What follows belongs to an exercise in optimizing a design on an open flow for small area, a short achievable clock period and few clock cycles; a production flow would make more cautious choices.
In this exercise RTL edits were held to simulation tests only and were not proved equivalent to the original.
Power and IR drop assume default switching activity.

==> indigo <==
Design div_fp64, start of the top module:
module div_fp64(
	input         clock,
	input         reset,
	input         valid_in,
	input  [2:0]  rm,
	input  [63:0] dividend,
	input  [63:0] divisor,
	output        valid_out,
	output [63:0] quotient,
	output        nv,
	output        dz,
	output        of,
	output        uf,
	output        nx
);
clock: 11.0 ns
lec_check: 0
cap_margin: 20
core_margin: 2
core_utilization: 40
setup_slack_margin: 0.2
slew_margin: 20
standard.sh (not shown) runs the stock make flow with config.mk's settings and CLKGATE_MAP_FILE= SYNTH_SCRIPT=/design/flow/synth_recipe.tcl, a recipe that flattens the netlist after the stock synthesis.
==> flow/flow/run.sh <==
#!/bin/bash
set -euo pipefail
cd "$(dirname "$0")/.."
bash standard.sh synth > flow_synth.log 2>&1
bash standard.sh finish 'BUFFER_PORTS_ARGS=-buffer_cell sky130_fd_sc_hd__buf_1' SETUP_SLACK_MARGIN=7 > flow_layout.log 2>&1
==> inputs of tundra, as changes to indigo <==
--- a/flow/design.v
+++ b/flow/design.v
@@ -49,13 +49,12 @@
 reg  [12:0] E;        
 reg         e_lo, e_lo1, e_deep, e_ovf;
 reg  [10:0] EB;
 reg  [5:0]  cnt;
 reg         first;
 reg         st;       
-reg  [3:0]  rz;       
 reg         ng;       
 reg         c_spec, c_zero, c_nan, c_qb, c_pa, c_pb, c_nv, c_dz, c_an;
 reg         r_near, r_away, r_up;
 reg         nv_r, dz_r, of_r, uf_r, nx_r;
 reg  [3:0] qs;    
 always @(*) begin
@@ -1097,37 +1096,43 @@
 wire [57:0] d8 = {2'b0, D, 3'b0};
 wire [57:0] mop = ({58{qp1}} & ~d4) | ({58{qp2}} & ~d8) | ({58{qn1}} & d4) | ({58{qn2}} & d8);
 wire [57:0] wa = {WS[55:0], 2'b0};
 wire [57:0] wb = {WC[55:0], 2'b0};
 wire [57:0] ws_n = wa ^ wb ^ mop;
 wire [57:0] wc_n = {((wa & wb) | (wa & mop) | (wb & mop)), qpos};
+wire [7:0] ea8 = wa[55:48];
+wire [7:0] eb8 = wb[55:48];
+wire [6:0] y_ab = ea8[7:1] + eb8[7:1];
 function [6:0] est;
+	input [6:0] s;
 	input [7:0] a, b, m;    
-	reg   [6:0] s, c;
 	begin
-		s   = a[7:1] ^ b[7:1] ^ m[7:1];
-		c   = (a[6:0] & b[6:0]) | (a[6:0] & m[6:0]) | (b[6:0] & m[6:0]);
-		est = s + c;
+		est = s + m[7:1] + {6'd0, (a[0] & b[0]) | (a[0] & m[0]) | (b[0] & m[0])};
 	end
 endfunction
-wire [7:0] ea8 = wa[55:48];
-wire [7:0] eb8 = wb[55:48];
-wire [6:0] y_p2 = est(ea8, eb8, ~d8[55:48]);
-wire [6:0] y_p1 = est(ea8, eb8, ~d4[55:48]);
-wire [6:0] y_z  = est(ea8, eb8, 8'd0);
-wire [6:0] y_m1 = est(ea8, eb8, d4[55:48]);
-wire [6:0] y_m2 = est(ea8, eb8, d8[55:48]);
+wire [6:0] y_p2 = est(y_ab, ea8, eb8, ~d8[55:48]);
+wire [6:0] y_p1 = est(y_ab, ea8, eb8, ~d4[55:48]);
+wire [6:0] y_z  = est(y_ab, ea8, eb8, 8'd0);
+wire [6:0] y_m1 = est(y_ab, ea8, eb8, d4[55:48]);
+wire [6:0] y_m2 = est(y_ab, ea8, eb8, d8[55:48]);
 wire [6:0] y_n  = ({7{qp2}} & y_p2) | ({7{qp1}} & y_p1) | ({7{~qpos & ~qneg}} & y_z) |
                   ({7{qn1}} & y_m1) | ({7{qn2}} & y_m2);
 wire [53:0] qdec = Q[53:0] - 54'd1;
 wire [1:0]  qd   = {qp2 | qn2 | qn1, qp1 | qn1};
 wire [55:0] q_it = {(qneg ? qdec : Q[53:0]), qd};
-wire        stop = ((cnt == 6'd27) & c_an) | q_it[55] | q_it[54];
-wire [56:0] wsum  = WS + WC;
-wire        wneg  = wsum[56];
-wire [3:0]  wnz   = {|wsum[56:43], |wsum[42:29], |wsum[28:15], |wsum[14:0]};
+wire        stop = (c_an ? (cnt == 6'd27) : (Q[53] | Q[52])) | (e_le3 & ~first);
+function y_clear_f;
+	input [6:0] y;
+	y_clear_f = y[6] ? (y <= 7'h7d) : (y != 7'd0);
+endfunction
+reg         yc;
+wire        y_clear = yc;
+wire        xtra    = s_post & ~y_clear & ~lim;
+reg         lim;      
+wire        rem_nz  = y_clear;
+wire        rem_neg = y_clear & Y[6];
 function lt_c;
 	input [12:0] e;
 	input [12:0] c;
 	integer i;
 	reg lt, eq;
 	reg [12:0] u, v;
@@ -1152,13 +1157,13 @@
 	for (j = 0; j < 13; j = j + 1) begin
 		e_inc[j] = E[j] ^ (&(E | ~((13'd1 << j) - 13'd1)));
 		e_dec[j] = (j == 0) ? E[0] : (E[j] ^ ~|(E & ((13'd1 << j) - 13'd2)));
 	end
 end
 wire [12:0] e_sub = E - {2'b0, EB};
-wire        m_inc = s_norm | (s_post & shift_post) | (s_shift & ~e_deep);
+wire        m_inc = s_norm | (s_post & ~xtra & shift_post) | (s_shift & ~e_deep);
 reg  [12:0] e_nx;      
 always @(*) begin
 	if (m_sub)
 		e_nx = e_sub;
 	else if (m_dec)
 		e_nx = e_dec;
@@ -1166,57 +1171,77 @@
 		e_nx = e_inc;
 	else if (s_shift)
 		e_nx = -13'sd1075;
 	else
 		e_nx = E;
 end
-wire        borrow = ng & ~Q[0];
-wire        rb   = Q[0] ^ ng;
-wire        lsb  = Q[1] ^ borrow;
-wire        stk  = st | (|rz) | ng;
-wire        inx  = rb | stk;
-wire        up   = r_near ? (rb & (stk | lsb | r_away)) : (r_up & inx);
-wire        inc  = up & ~borrow;
-wire        dec  = ~up & borrow;
+wire        eo_ovf = ~lt_c(e_nx, 13'sd1025);      
+wire        eo_unf = lt_c(e_nx, -13'sd1075);      
+wire        i_out  = c_spec | (m_sub & (eo_ovf | eo_unf));
+reg         x_ovf, x_unf;
+reg         e_le3;
+wire        fast = s_post & ~xtra & ~Q[55] & ~Q[54] & ~e_lo;
+function [3:0] rnd;       
+	input q0, q1, n, sk;
+	reg b, r, l, k, u;
+	begin
+		b   = n & ~q0;
+		r   = q0 ^ n;
+		l   = q1 ^ b;
+		k   = sk | n;
+		u   = r_near ? (r & (k | l | r_away)) : (r_up & (r | k));
+		rnd = {u & ~b, ~u & b, r | k, b};
+	end
+endfunction
+wire [3:0]  rd_f = rnd(Q[0], Q[1], rem_neg, rem_nz);
+wire [3:0]  rd_n = rnd(Q[0], Q[1], ng, st);
+wire [3:0]  rd   = fast ? rd_f : rd_n;
+wire        inc  = rd[3];
+wire        dec  = rd[2];
+wire        inx  = rd[1];
 wire [10:0] ebias = E[10:0] + 11'd1076;
 wire [10:0] ef   = Q[53] ? ebias : 11'd0;
 wire [62:0] pk   = {ef, Q[52:1]};
-reg  [62:0] ones, zeros;    
+reg  [62:0] ones;    
 integer k;
 always @(*) begin
 	ones[0] = 1'b1;
-	zeros[0] = 1'b1;
-	for (k = 1; k < 63; k = k + 1) begin
-		ones[k]  = ones[k-1] & pk[k-1];
-		zeros[k] = zeros[k-1] & ~pk[k-1];
-	end
+	for (k = 1; k < 63; k = k + 1)
+		ones[k] = ones[k-1] & pk[k-1];
 end
-wire [62:0] sum  = pk ^ ({63{inc}} & ones) ^ ({63{dec}} & zeros);
+wire        fz   = ~|Q[52:1];
+wire [10:0] ef_d = ef - {10'd0, fz};
+wire [62:0] sum  = dec ? {ef_d, qdec[52:1]} : (pk ^ ({63{inc}} & ones));
 wire        ovf  = e_ovf | (inc & ones[52] & (ef == 11'h7fe));
-wire        unf  = ((ef == 11'd0) & ~(inc & ones[52])) | ((ef == 11'd1) & dec & zeros[52]);
+wire        unf  = ((ef == 11'd0) & ~(inc & ones[52])) | ((ef == 11'd1) & dec & fz);
 wire [50:0] payload = ({51{c_pa}} & fa[50:0]) | ({51{c_pb}} & fb[50:0]) | {50'd0, ~c_pa & ~c_pb};
 wire [63:0] res_special = {sign, {11{~c_zero}}, (c_nan ? {c_qb, payload} : 52'd0)};
 wire [63:0] res_normal  = ovf ? {sign, 11'h7ff, 52'd0} : {sign, sum};
-wire [63:0] res = c_spec ? res_special : res_normal;
+wire [63:0] res_ovf = {sign, 11'h7ff, 52'd0};
+wire [63:0] res_unf = {sign, 11'd0, 51'd0, r_up};
+wire [63:0] res = c_spec ? res_special : (x_ovf ? res_ovf : (x_unf ? res_unf : res_normal));
+wire       yc_n = (qp2 & y_clear_f(y_p2)) | (qp1 & y_clear_f(y_p1)) | (~qpos & ~qneg & y_clear_f(y_z)) |
+                  (qn1 & y_clear_f(y_m1)) | (qn2 & y_clear_f(y_m2));
+wire [6:0] y_d = (s_iter | xtra) ? y_n : {3'b0, xa[52:49]};
 always @(posedge clock or posedge reset) begin
 	if (reset) begin
 		s_idle  <= 1'b1;
 		s_norm  <= 1'b0;
 		s_iter  <= 1'b0;
 		s_post  <= 1'b0;
 		s_shift <= 1'b0;
 		s_final <= 1'b0;
 		vout    <= 1'b0;
 	end else begin
-		vout    <= s_final;
-		s_idle  <= (s_idle & ~valid_in) | s_final;
+		vout    <= s_final | fast;
+		s_idle  <= (s_idle & ~valid_in) | s_final | fast;
 		s_norm  <= (s_idle & valid_in & ~xb[52]) | (s_norm & ~c_spec & ~D[51]);
-		s_iter  <= (s_idle & valid_in & xb[52]) | (s_norm & ~c_spec & D[51]) | (s_iter & ~c_spec & ~stop);
-		s_post  <= s_iter & ~c_spec & stop;
-		s_shift <= (s_post | s_shift) & sh_more;
-		s_final <= (s_norm & c_spec) | (s_iter & c_spec) | ((s_post | s_shift) & ~sh_more);
+		s_iter  <= (s_idle & valid_in & xb[52]) | (s_norm & ~c_spec & D[51]) | (s_iter & ~i_out & ~stop);
+		s_post  <= (s_iter & ~i_out & stop) | xtra;
+		s_shift <= ((s_post & ~xtra & ~fast) | s_shift) & sh_more;
+		s_final <= (s_norm & c_spec) | (s_iter & i_out) | (((s_post & ~xtra & ~fast) | s_shift) & ~sh_more);
 	end
 end
 always @(posedge clock) begin
 	c_spec <= special;
 	c_an   <= ~a_ez;
 	c_zero <= zero_res;
@@ -1232,54 +1257,60 @@
 	EB     <= eb1;
 	first  <= s_idle | s_norm;
 	m_sub  <= (s_idle & valid_in & xb[52]) | (s_norm & D[51]);
 	m_dec  <= s_iter & ~stop;
 	nv_r   <= c_nv;
 	dz_r   <= c_dz;
-	of_r   <= ~c_spec & ovf;
-	uf_r   <= ~c_spec & ~ovf & unf & inx;
-	nx_r   <= ~c_spec & (ovf | inx);
+	of_r   <= ~c_spec & (x_ovf | (~x_unf & ovf));
+	uf_r   <= ~c_spec & (x_unf | (~x_ovf & ~ovf & unf & inx));
+	nx_r   <= ~c_spec & (x_ovf | x_unf | ovf | inx);
+	x_ovf  <= s_iter & m_sub & eo_ovf;
+	x_unf  <= s_iter & m_sub & eo_unf;
 	E      <= s_idle ? {2'b0, ea1} : e_nx;
 	e_lo   <= lt_c(e_nx, -13'sd1075);      
+	e_le3  <= lt_c(e_nx, -13'sd1072);      
 	e_lo1  <= lt_c(e_nx, -13'sd1076);      
 	e_deep <= lt_c(e_nx, -13'sd1140);      
 	e_ovf  <= ~lt_c(e_nx, 13'sd971);       
-	if (s_iter) begin
+	Y  <= y_d;
+	yc <= (s_iter | xtra) ? yc_n : y_clear_f({3'b0, xa[52:49]});
+	if (s_iter | xtra) begin
 		WS <= ws_n[56:0];
 		WC <= wc_n[56:0];
-		Y  <= y_n;
-	end else if (s_final) begin
+	end else if (s_final | fast) begin
 		WS <= res[56:0];
 		WC <= {50'd0, res[63:57]};
-		Y  <= {3'b0, xa[52:49]};
 	end else begin
 		WS <= {4'b0, xa};
 		WC <= 57'd0;
-		Y  <= {3'b0, xa[52:49]};
 	end
 	if (s_idle)
 		D <= xb;
 	else if (s_norm)
 		D <= {D[51:0], 1'b0};
 	if (s_idle) begin
 		Q   <= 56'd0;
 		cnt <= 6'd0;
 	end
 	if (s_iter) begin
 		Q   <= q_it;
+		cnt <= stop ? 6'd0 : cnt + 6'd1;
+		lim <= 1'b0;
+	end
+	if (xtra) begin
 		cnt <= cnt + 6'd1;
+		lim <= (cnt == 6'd26);
 	end
-	if (s_post) begin
-		rz <= wnz;
+	if (s_post & ~xtra) begin
 		if (shift_post) begin
 			Q  <= {1'b0, Q[55:1]};
-			st <= Q[0];
-			ng <= wneg & ~Q[0];
+			st <= rem_nz | Q[0];
+			ng <= rem_neg & ~Q[0];
 		end else begin
-			st <= 1'b0;
-			ng <= wneg;
+			st <= rem_nz;
+			ng <= rem_neg;
 		end
 	end
 	if (s_shift) begin
 		if (e_deep) begin
 			Q  <= 56'd0;
 			st <= 1'b1;
==> flow/flow/run.sh (replaced) <==
#!/bin/bash
set -euo pipefail
cd "$(dirname "$0")/.."
bash standard.sh synth > flow_synth.log 2>&1
bash standard.sh finish 'BUFFER_PORTS_ARGS=-buffer_cell sky130_fd_sc_hd__buf_1' SETUP_SLACK_MARGIN=7.5 \
	CTS_CLUSTER_SIZE=20 CTS_CLUSTER_DIAMETER=100 CORE_UTILIZATION=60 > flow_layout.log 2>&1
==> comparison table <==
Run status: indigo finished clean; tundra finished clean
Internal power component: indigo 4170 uW; tundra 4150 uW
Power consumed by sequential cells: indigo 2090 uW; tundra 2170 uW
Total setup buffers inserted after CTS: indigo 0; tundra 34
Post-DR wirelength/cell: indigo 22.4 microns; tundra 28.0 microns
Multi-input gate area in the final layout: indigo 16,600 sq um; tundra 14,300 sq um
Simple-gate portion of the synthesized area: indigo 19.0%; tundra 18.3%
Highest Signal Layer: indigo met5; tundra met4
Proportion of netlist area held by the largest area contributor: indigo 18.0%; tundra 21.2%
Setup WS post-layout: indigo 7.11 ns; tundra 7.45 ns
Power in combinational cells: indigo 5010 uW; tundra 5830 uW
Pwr Density: indigo 309 nW/um^2; tundra 355 nW/um^2
Number of H-tree levels: indigo 2; tundra 1
Tot Pwr: indigo 8480 uW; tundra 8730 uW
Via count of the first global-routing pass: indigo 22.6k; tundra 21.4k
Testbench counts of indigo, summed over its fixed seeds: cycles 379,545.
Testbench counts of tundra, summed over its fixed seeds: cycles 285,462.

==> what the ideal ports hide <==
No port has a modelled driver above. Below, the same layouts with a new extraction and two added sets of constraints.
Step 1 sets driving cells, clkbuf_16 on the clock port and buf_2 on the other inputs (assumed; they add their load-dependent delay and slew).
Step 2 moves the port delays by t, midway between the first and last clock arrival at a register: inputs arrive t later, outputs are due t later. That takes back most of the time a late clock gives input paths.
Three values: ideal ports, drivers, drivers and shift; two values: the first two.
run | shift t [ns] | setup WS [ns] | worst setup path after step 2 | worst data-port slew with drivers (ns) | pins driven straight from the clock port
indigo | 0.637 | 7.113 / 7.113 / 6.542 | input to register | 0.04 | 1
tundra | 0.585 | 7.451 / 7.451 / 6.870 | input to register | 0.09 | 1
After both steps setup and hold are still met in every run listed. The setup slack of tundra, which loses most, moves by 0.000 ns with the drivers and by -0.581 ns with both steps.
